This design comes from an exercise in tuning for small area on the open sky130 flow, not from production work. Function not checked in this run: the RTL went through the layout flow alone.

File: run.sh
#!/bin/bash
# synth_recipe.tcl (not shown) runs the flow's synth.tcl, then flattens the netlist and writes it again
# the make line also repeats each setting of config.mk as NAME=value (left out here)
make -C /OpenROAD-flow-scripts/flow DESIGN_CONFIG=/design/flow/config.mk WORK_HOME=/design/flow/orfs CLKGATE_MAP_FILE= SYNTH_SCRIPT=/design/flow/synth_recipe.tcl finish
File: config.mk
export PLATFORM = sky130hd
export DESIGN_NAME = main
export DESIGN_NICKNAME = main
export VERILOG_FILES = /design/flow/design.v
export SDC_FILE = /design/flow/constraint.sdc
export NUM_CORES = 4
export LEC_CHECK = 0
export CAP_MARGIN = 20
export CORE_MARGIN = 2
export CORE_UTILIZATION = 40
export SLEW_MARGIN = 20
File: constraint.sdc
create_clock -name core_clock -period 13.0 [get_ports {clk}]
set_input_delay 2.6000 -clock core_clock [delete_from_list [all_inputs] [get_ports {clk}]]
set_output_delay 2.6000 -clock core_clock [all_outputs]
set_load 0.01 [all_outputs]
File: design.v
module decot(numero0,leds);
    output reg [6:0]leds;      
    input [3:0]numero0;
    always@(*)begin
        case(numero0)
            14'd0 : leds = 7'b1000000;
            14'd1 : leds = 7'b1111001;
            14'd2 : leds = 7'b0100100;
            14'd3 : leds = 7'b0110000;
            14'd4 : leds = 7'b0011001;
            14'd5 : leds = 7'b0010010;
            14'd6 : leds = 7'b0000010;
            14'd7 : leds = 7'b1111000;
            14'd8 : leds = 7'b0000000;
            14'd9 : leds = 7'b0010000;
            default : leds = 7'b1111111;
        endcase
    end  
endmodule
module separa( numero , numero0 , numero1 , numero2 , numero3);  
    input [13:0]numero;      
    output reg [3:0]numero0;
    output reg [3:0]numero1;
    output reg [3:0]numero2;
    output reg [3:0]numero3;
    reg [13:0]aux;
    always@(*)begin
        numero3 = numero/1000;
        aux = numero%1000;
        numero2 = aux/100;
        aux = aux%100;
        numero1 = aux/10;
        aux= aux%10;
        numero0 = aux;
    end
endmodule
module tecladinho(clk,rst,memlinha,memcoluna,num2,num);
    output reg [1:4]memcoluna;
    input [1:4]memlinha;
    output reg [13:0]num;
    output reg [13:0]num2;
    input clk;
    input rst;
    reg clk2;
    reg [1:0] count;
    parameter SCAN_HALF = 2'd3;
    wire scan = (count==SCAN_HALF) && !clk2;
    always@(posedge clk)begin
        if(rst)begin
            clk2<=1'b0;
            count<=2'd0;
        end
        else if(count==SCAN_HALF)begin
            clk2<=~clk2;
            count<=2'd0;
        end
        else begin
            count<=count+1'b1;
        end
    end
    always@(posedge clk)begin
        if(rst)
            memcoluna<=4'b0111;
        else if(scan)begin
            if(memcoluna==4'b0111)
                memcoluna<=4'b1011;
            else if(memcoluna==4'b1011)
                memcoluna<=4'b1101;
            else if(memcoluna==4'b1101)
                memcoluna<=4'b0111;
        end
    end
    always@(posedge clk)begin
        if(rst)begin
            num<=14'd0;
            num2<=14'd0;
        end
        else if(scan)begin
            if(memcoluna==4'b0111)begin
                if(memlinha==4'b0111)begin
                    num<=(num*10+1)%10000;
                end
                else if(memlinha==4'b1011)begin
                    num<=(num*10+4)%10000;
                end
                else if(memlinha==4'b1101)begin
                    num<=(num*10+7)%10000;
                end
            end
            else if(memcoluna==4'b1011)begin
                if(memlinha==4'b0111)begin
                    num<=(num*10+2)%10000;
                end
                else if(memlinha==4'b1011)begin
                    num<=(num*10+5)%10000;
                end
                else if(memlinha==4'b1101)begin
                    num<=(num*10+8)%10000;
                end
                else if(memlinha==4'b1110)begin
                    num<=(num*10)%10000;
                end
            end
            else if(memcoluna==4'b1101)begin
                if(memlinha==4'b0111)begin
                    num<=(num*10+3)%10000;
                end
                else if(memlinha==4'b1011)begin
                    num<=(num*10+6)%10000;
                end
                else if(memlinha==4'b1101)begin
                    num<=(num*10+9)%10000;
                end
                else if(memlinha==4'b1110)begin
                    num2<=num;
                end
            end
        end
    end
endmodule
module main( clk , rst , enable , funcao , reset , para , filete1 , filete2 , filete3 , filete4 , membpeg ,membsai,fio1,fio2,fio3,fio4);
    input clk;  
    input rst;  
    input funcao;  
    input enable;  
    input reset;  
    input para;  
    input [1:4]membpeg;  
    parameter CONF = 4'b0000, CRON = 4'b0001, TEMP = 4'b0010, PARAR = 4'b0011;
    parameter PULSE_MAX = 7'd99;
    output  [6:0]filete1;
    output  [6:0]filete2;
    output  [6:0]filete3;
    output  [6:0]filete4;
    output  [6:0]fio1;
    output  [6:0]fio2;
    output  [6:0]fio3;
    output  [6:0]fio4;
    output  [1:4]membsai;
    reg [3:0]estado;
    reg [13:0]counter,counterAux;
    reg [6:0] pulsos,pulsosAux;
    reg [13:0]numero;
    wire [13:0]pegui;
    wire [3:0]n0;
    wire [3:0]n1;
    wire [3:0]n2;
    wire [3:0]n3;
    wire [3:0]mempegfilt;
    reg flag;
    reg flag2;
    wire [13:0]pegui2;
    wire [3:0]m0,m1,m2,m3;
	tecladinho tec(clk,rst,membpeg,membsai,pegui,pegui2);
	separa princ(counter,n0,n1,n2,n3);
	separa dois(pegui2,m0,m1,m2,m3);
	decot dois0(m0,fio1);
	decot dois1(m1,fio2);
	decot dois2(m2,fio3);
	decot dois3(m3,fio4);
	decot dig0(n0,filete1);
	decot dig1(n1,filete2);
	decot dig2(n2,filete3);
	decot dig3(n3,filete4);
    always@ (posedge clk) begin
      if (rst) begin
        estado <= CONF;
        flag2 <= 1'b1;
      end else begin
				if(reset == 0)begin
					if( (estado == CRON) || (estado == PARAR && funcao == 0))begin
						if(estado == PARAR)
							estado <= CRON;
					end
					else if( (estado == TEMP) || (estado == PARAR && funcao == 1))begin
						if(estado == PARAR)
							estado <= TEMP;              
					end  
				end
        if (!para && flag2) begin  
            if(  (estado == CRON) || (estado == TEMP) )begin
                estado <= PARAR;
            end
            else if(estado == PARAR) begin
                estado <= funcao + 1'd1;  
            end			
        end
       if(!para && flag2)
		flag2<=0;
		else if(para && !flag2)
			flag2<=1;
        case(estado)
            CONF: begin
                if( enable==1 && funcao == 0)begin
                    estado <= CRON;
                end
                else if(enable == 1 && funcao == 1 )begin
                    estado <= TEMP;
                end
            end
            TEMP:begin
                if(enable==1'd0) begin
                    estado <= CONF;
                end
            end
            CRON:begin
                if(enable==1'd0)begin
                    estado<=CONF;
                end
            end
            PARAR:begin
                if(enable==1'd0)begin
                    estado<=CONF;
                end
            end 
        endcase
      end
    end
    always@ (posedge clk ) begin
      if (rst) begin
        counter <= 14'd0;
        pulsos <= 7'd0;
        counterAux <= 14'd0;
        flag <= 1'b1;
        pulsosAux <= 7'd0;
      end else begin
        if(!reset)begin
            if( (estado == CRON) || (estado == PARAR && funcao == 0))begin
                pulsos <= 7'd0;
                counter <= 14'd0;
                pulsosAux <= 7'd0;
                counterAux <= 14'd0;
            end
            else if( (estado == TEMP) || (estado == PARAR && funcao == 1))begin        
                pulsos <= 7'd0;
                counter <= pegui;
                pulsosAux <= 7'd0;
                counterAux <= 14'd0;      
            end  
        end
        if (!para && flag) begin
            if(  (estado == CRON) || (estado == TEMP) )begin
                counterAux <= counter;
                pulsosAux <= pulsos;
            end
            else if(estado == PARAR) begin
                counter <= counterAux;
                pulsos <= pulsosAux;
            end
        end
   	if(!para && flag)
		flag<=0;
		else if(para && !flag)
			flag<=1;
        case(estado)
            CONF: begin
				counter <=pegui;
                if(enable==1'd1 && funcao==1'd1)begin
                    counter <= pegui;
                    pulsos <= 7'd0;
                end
                else if(enable==1'd1 && funcao==1'd0)begin
                    counter <= 14'd0;
                    pulsos <= 7'd0;
                end
            end
            TEMP:begin
				if(counter != 0)begin
					if(pulsos == PULSE_MAX) begin
						pulsos <= 7'd0;
						if(counter > 0)begin
							counter <= counter - 1'd1;
						end
					end
					else
						pulsos <= pulsos + 1'd1;
				end
            end
            CRON: begin
				if(counter != pegui) begin
					if(pulsos == PULSE_MAX) begin
							pulsos <= 7'd0;
							if(counter < pegui )begin
								counter <= counter+1'd1;
							end
					end
					else
						pulsos <= pulsos + 1'd1;
				end
            end
            PARAR:begin
                if(funcao == 0 && counterAux != pegui) begin
                    if(pulsosAux == PULSE_MAX) begin
                        pulsosAux <= 7'd0;
                        if(counterAux < pegui)begin
                            counterAux <= counterAux +1'd1;
                        end
                    end
                    else
                        pulsosAux <= pulsosAux + 1'd1;
                end
                if(funcao == 1 && counterAux != 0) begin  
                    if(pulsosAux == PULSE_MAX) begin
                        pulsosAux <= 7'd0;
                        if(counterAux > 0)begin
                            counterAux <= counterAux - 1'd1;
                        end
                    end
                        else
                            pulsosAux <= pulsosAux + 1'd1;    
                end
            end
        endcase
      end
    end
    endmodule
==> flow_summary.json <==
{
  "critical_path_arrival_ns": 9.95,
  "antenna_found_initial": 0,
  "synth.ff_latch_count": 82,
  "num_rows": 76,
  "cellInternalPower_w": 0.000517,
  "combinationalPowerShare_pct": 32.6,
  "category_of_the_most_critical_setup_path": "reg2out",
  "post_drt_wl_per_cell_um": 17.8,
  "globalplace.congestion": 0.930,
  "worst_setup_path_end_kind": "output pin",
  "ys.warnings.count": 4,
  "post_route_cells_drive_above_1_share_pct": 12.3,
  "finalPower_w": 0.000787,
  "cts_root_buffer": "sky130_fd_sc_hd__clkbuf_16",
  "drt_first_pass_iters": 8,
  "seq_area_frac_synth_pct": 9.51,
  "vias_per_cell": 6.27,
  "i_o_pin_count": 70,
  "crit_path_start_kind": "flip-flop",
  "run_status": "timing/DRC/antenna clean",
  "grt_first_pass_wirelength_um": 90900,
  "design.final.nets": 2666,
  "finClkSkew_ns": 0.00958,
  "syn_avg_cell_area_um2": 6.87,
  "maxCapViolCount": 0,
  "switchingPower_w": 0.000270,
  "layout_common_cells": "sky130_fd_sc_hd__nor2_1, sky130_fd_sc_hd__nand2_1, sky130_fd_sc_hd__a21oi_1",
  "slowest_delay_ns": 0.60,
  "report.final.setup_viol": 0,
  "finalHoldWorstSlack_ns": 0.426,
  "maxClockFrequency_mhz": 79.7,
  "ctsHtreeMaxLevel": 3,
  "worst_setup_hold_path_clk_slew_ns": 0.07,
  "cts_buffers": 9,
  "final_hold_viol_count": 0,
  "die_height_um": 212,
  "crit_required_ns": 10.40,
  "final_common_cell": "sky130_fd_sc_hd__nor2_1",
  "syn_area_mm2": 0.0173,
  "clock_sinks": 82,
  "layout_worst_path_cycle_share_pct": 96.6,
  "worstHoldPathType": "reg2reg",
  "sequentialPowerShare_pct": 33.0,
  "cts_max_path_buffers": 2,
  "vias": 19600,
  "area.growth.synth_to_final_pct": 13.5,
  "core-area_mm2": 0.0429,
  "pwr_density_cell_mw_per_mm2": 40.2,
  "initial_utilization_pct": 40.3,
  "cts_tree": "yes",
  "synth_ff_type": "sky130_fd_sc_hd__dfxtp_1",
  "grt_max_degree": 84,
  "crit_path_top_delay_cell": "sky130_fd_sc_hd__or4b_4",
  "clock_power_share_pct": 34.4,
  "port-buffer-count": 68,
  "max-vdd-ir-drop_mv": 0.0488,
  "n_antenna_cell": 0,
  "critPathMostFrequentCell": "sky130_fd_sc_hd__nor2_1",
  "source_to_sink_clock_delay_at_the_later_pin_of_the_worst_skew_pair_ns": 0.36,
  "overflow": 0,
  "fp.dieArea_mm2": 0.0449,
  "drt-initial-drc-count": 1520,
  "via_count_of_the_first_global_routing_pass": 17800,
  "synth_edf_count": 0,
  "synth_top_cells_by_area": "sky130_fd_sc_hd__dfxtp_1, sky130_fd_sc_hd__ha_1, sky130_fd_sc_hd__nor2_1",
  "leakagePower_nw": 7.26,
  "syn-instance-count": 2515,
  "timing.final.max_slew_violations": 0,
  "timing.critical_path.fanout_max": 9,
  "grt_util_all_layers_pct": 23.9,
  "hpwl_um": 41600,
  "synthDistinctLibCells": 127,
  "timing.setup.tns_ns": 0,
  "tightest_slew_ns": 1.10,
  "wirelength_um": 55600,
  "detail-route-antenna-nets": 0,
  "detail_route.drc_violations": 0,
  "synth_largest_type_area_fraction_pct": 9.51,
  "layout_min_cycle_time_ns": 12.55,
  "synthArstFlopShare_pct": 0,
  "die_w_um": 212,
  "worst_max_slew_margin_expressed_relative_to_the_limit_pct": 25.8,
  "netlist.top_cell.by_area": "sky130_fd_sc_hd__dfxtp_1",
  "power.share.switching_pct": 34.4,
  "syn-num-nets": 2638
}
[routing by layer]
metal  track usage, %  wire (um)
met1             33.1      26000
met2             40.0      25700
met3             1.97       2850
met4             6.22       1130
met5                0          0
[kinds of logic after synthesis]
kind of cell    after synthesis  share of synthesized area (%)
compound gates              871                           35.9
fa+ha+maj                   119                           8.59
other cells                   1                         0.0217
xor+xnor                    116                           6.12
simple gates                981                           28.5
buf+inv                     256                           6.06
flops                        82                           9.51
mux                          89                           5.28
[state kept, by name, indices dropped and copies added (netlist names)]
register,count
counter,14
counterAux,14
estado,4
flag,1
flag2,1
pulsos,7
pulsosAux,7
tec.clk2,1
tec.count,2
tec.memcoluna,3
tec.num,14
tec.num2,14
[worst max-delay path: cells and delay by family, from the launching register on]
kind                       cells  cell delay (ns)
AOI/OAI and AO/OA             15             3.64
xor gates and xnor gates       2             0.39
adders and majority gates      2             0.53
buffers and inverters          3             0.75
DFF                            1             0.31
muxes                          1             0.26
and+or+nand+nor               13             3.70
[area by class of cell]
class,instances,area [um^2]
clock buffers,12,256
multi-input cells,2179,15100
flip-flops and latches,82,1650
repair buffers,166,1420
clock inverters,4,50.0
inverters,105,397
fillers,4343,23300
well taps,585,732
[through the flow]
step / util [%] / cell area, um^2 / setup slack, ns / std cells
after detailed placement: 43.5 / 18700 / -0.104 / 3096
after global routing: 45.7 / 19600 / -0.0513 / 3133
after global placement: 43.5 / 18700 / 0.184 / 3096
after CTS: 44.6 / 19100 / 0.0138 / 3118
final: 45.7 / 19600 / 0.445 / 3133
after floorplan: - / 17300 / 1.12 / 2515
[final timing paths]
path | slack [ns] | cells after the start | end | start
max | 0.45 | 36 | filete1[0] | counter[8]
min | 0.43 | 1 | tec.count[0] | tec.count[0]
max reg2reg | 2.13 | 33 | tec.num[7] | tec.num[0]
min reg2reg | 0.43 | 1 | tec.count[0] | tec.count[0]
[Yosys cell counts (24+ instances only)]
library cell               instances
sky130_fd_sc_hd__inv_1            93
sky130_fd_sc_hd__xnor2_1          83
sky130_fd_sc_hd__nor2b_1          24
sky130_fd_sc_hd__nand4_1          33
sky130_fd_sc_hd__o211ai_1         40
sky130_fd_sc_hd__o21ai_1          28
sky130_fd_sc_hd__a211oi_1         57
sky130_fd_sc_hd__nor3_1           96
sky130_fd_sc_hd__or3_1            29
sky130_fd_sc_hd__ha_1            112
sky130_fd_sc_hd__a21oi_1         165
sky130_fd_sc_hd__nand3_1          77
sky130_fd_sc_hd__mux2i_1          75
sky130_fd_sc_hd__o22ai_1          34
sky130_fd_sc_hd__clkbuf_1        123
sky130_fd_sc_hd__nand2_1         226
sky130_fd_sc_hd__and2_1           34
sky130_fd_sc_hd__dfxtp_1          82
sky130_fd_sc_hd__nor2_1          263
sky130_fd_sc_hd__a31oi_1          57
sky130_fd_sc_hd__nor4_1           38
sky130_fd_sc_hd__and3_1           30
sky130_fd_sc_hd__xor2_1           29
sky130_fd_sc_hd__o21ai_0         130
sky130_fd_sc_hd__a221oi_1         24
sky130_fd_sc_hd__a21o_1           34
sky130_fd_sc_hd__a22oi_1          33
[what timing repair did]
item	in CTS	in global routing
gates resized for setup	23	76
pin swaps	3	16
setup buffers	6	13
gates cloned	0	2
endpoints found under the setup margin	19	28
hold buffers	0	0
[power groups by stage]
stage / registers [W] / logic [W] / clock network [W]
6_report: 0.000260 / 0.000256 / 0.000271
3_3_place_gp: 0.000265 / 0.000245 / 0
4_1_cts: 0.000260 / 0.000251 / 0.000280
2_1_floorplan: 0.000262 / 0.000172 / 0
3_5_place_dp: 0.000266 / 0.000248 / 0
5_1_grt: 0.000260 / 0.000281 / 0.000289

==> separate check: timing with driven ports <==
The results above use ideal ports. As a check the final layout listed here was re-extracted and re-timed, cells and wires unchanged.
Step 1, drivers: a clkbuf_16 drives clk and a buf_2 each remaining input, both assumed.
Step 2 moves the port delays by t, midway between the first and last clock arrival at a register: inputs arrive t later, outputs are due t later. That takes back most of the time a late clock gives input paths.
Three values: ideal ports, drivers, drivers and shift; two values: the first two.
shift t [ns]: 0.400
slack for setup (ns): 0.445 / 0.398 / 0.798
worst hold slack (ns): 0.426 / 0.426 / 0.426
After both steps this run still meets setup and hold. The setup slack of this run moves by -0.047 ns with the drivers and by +0.353 ns with both steps.
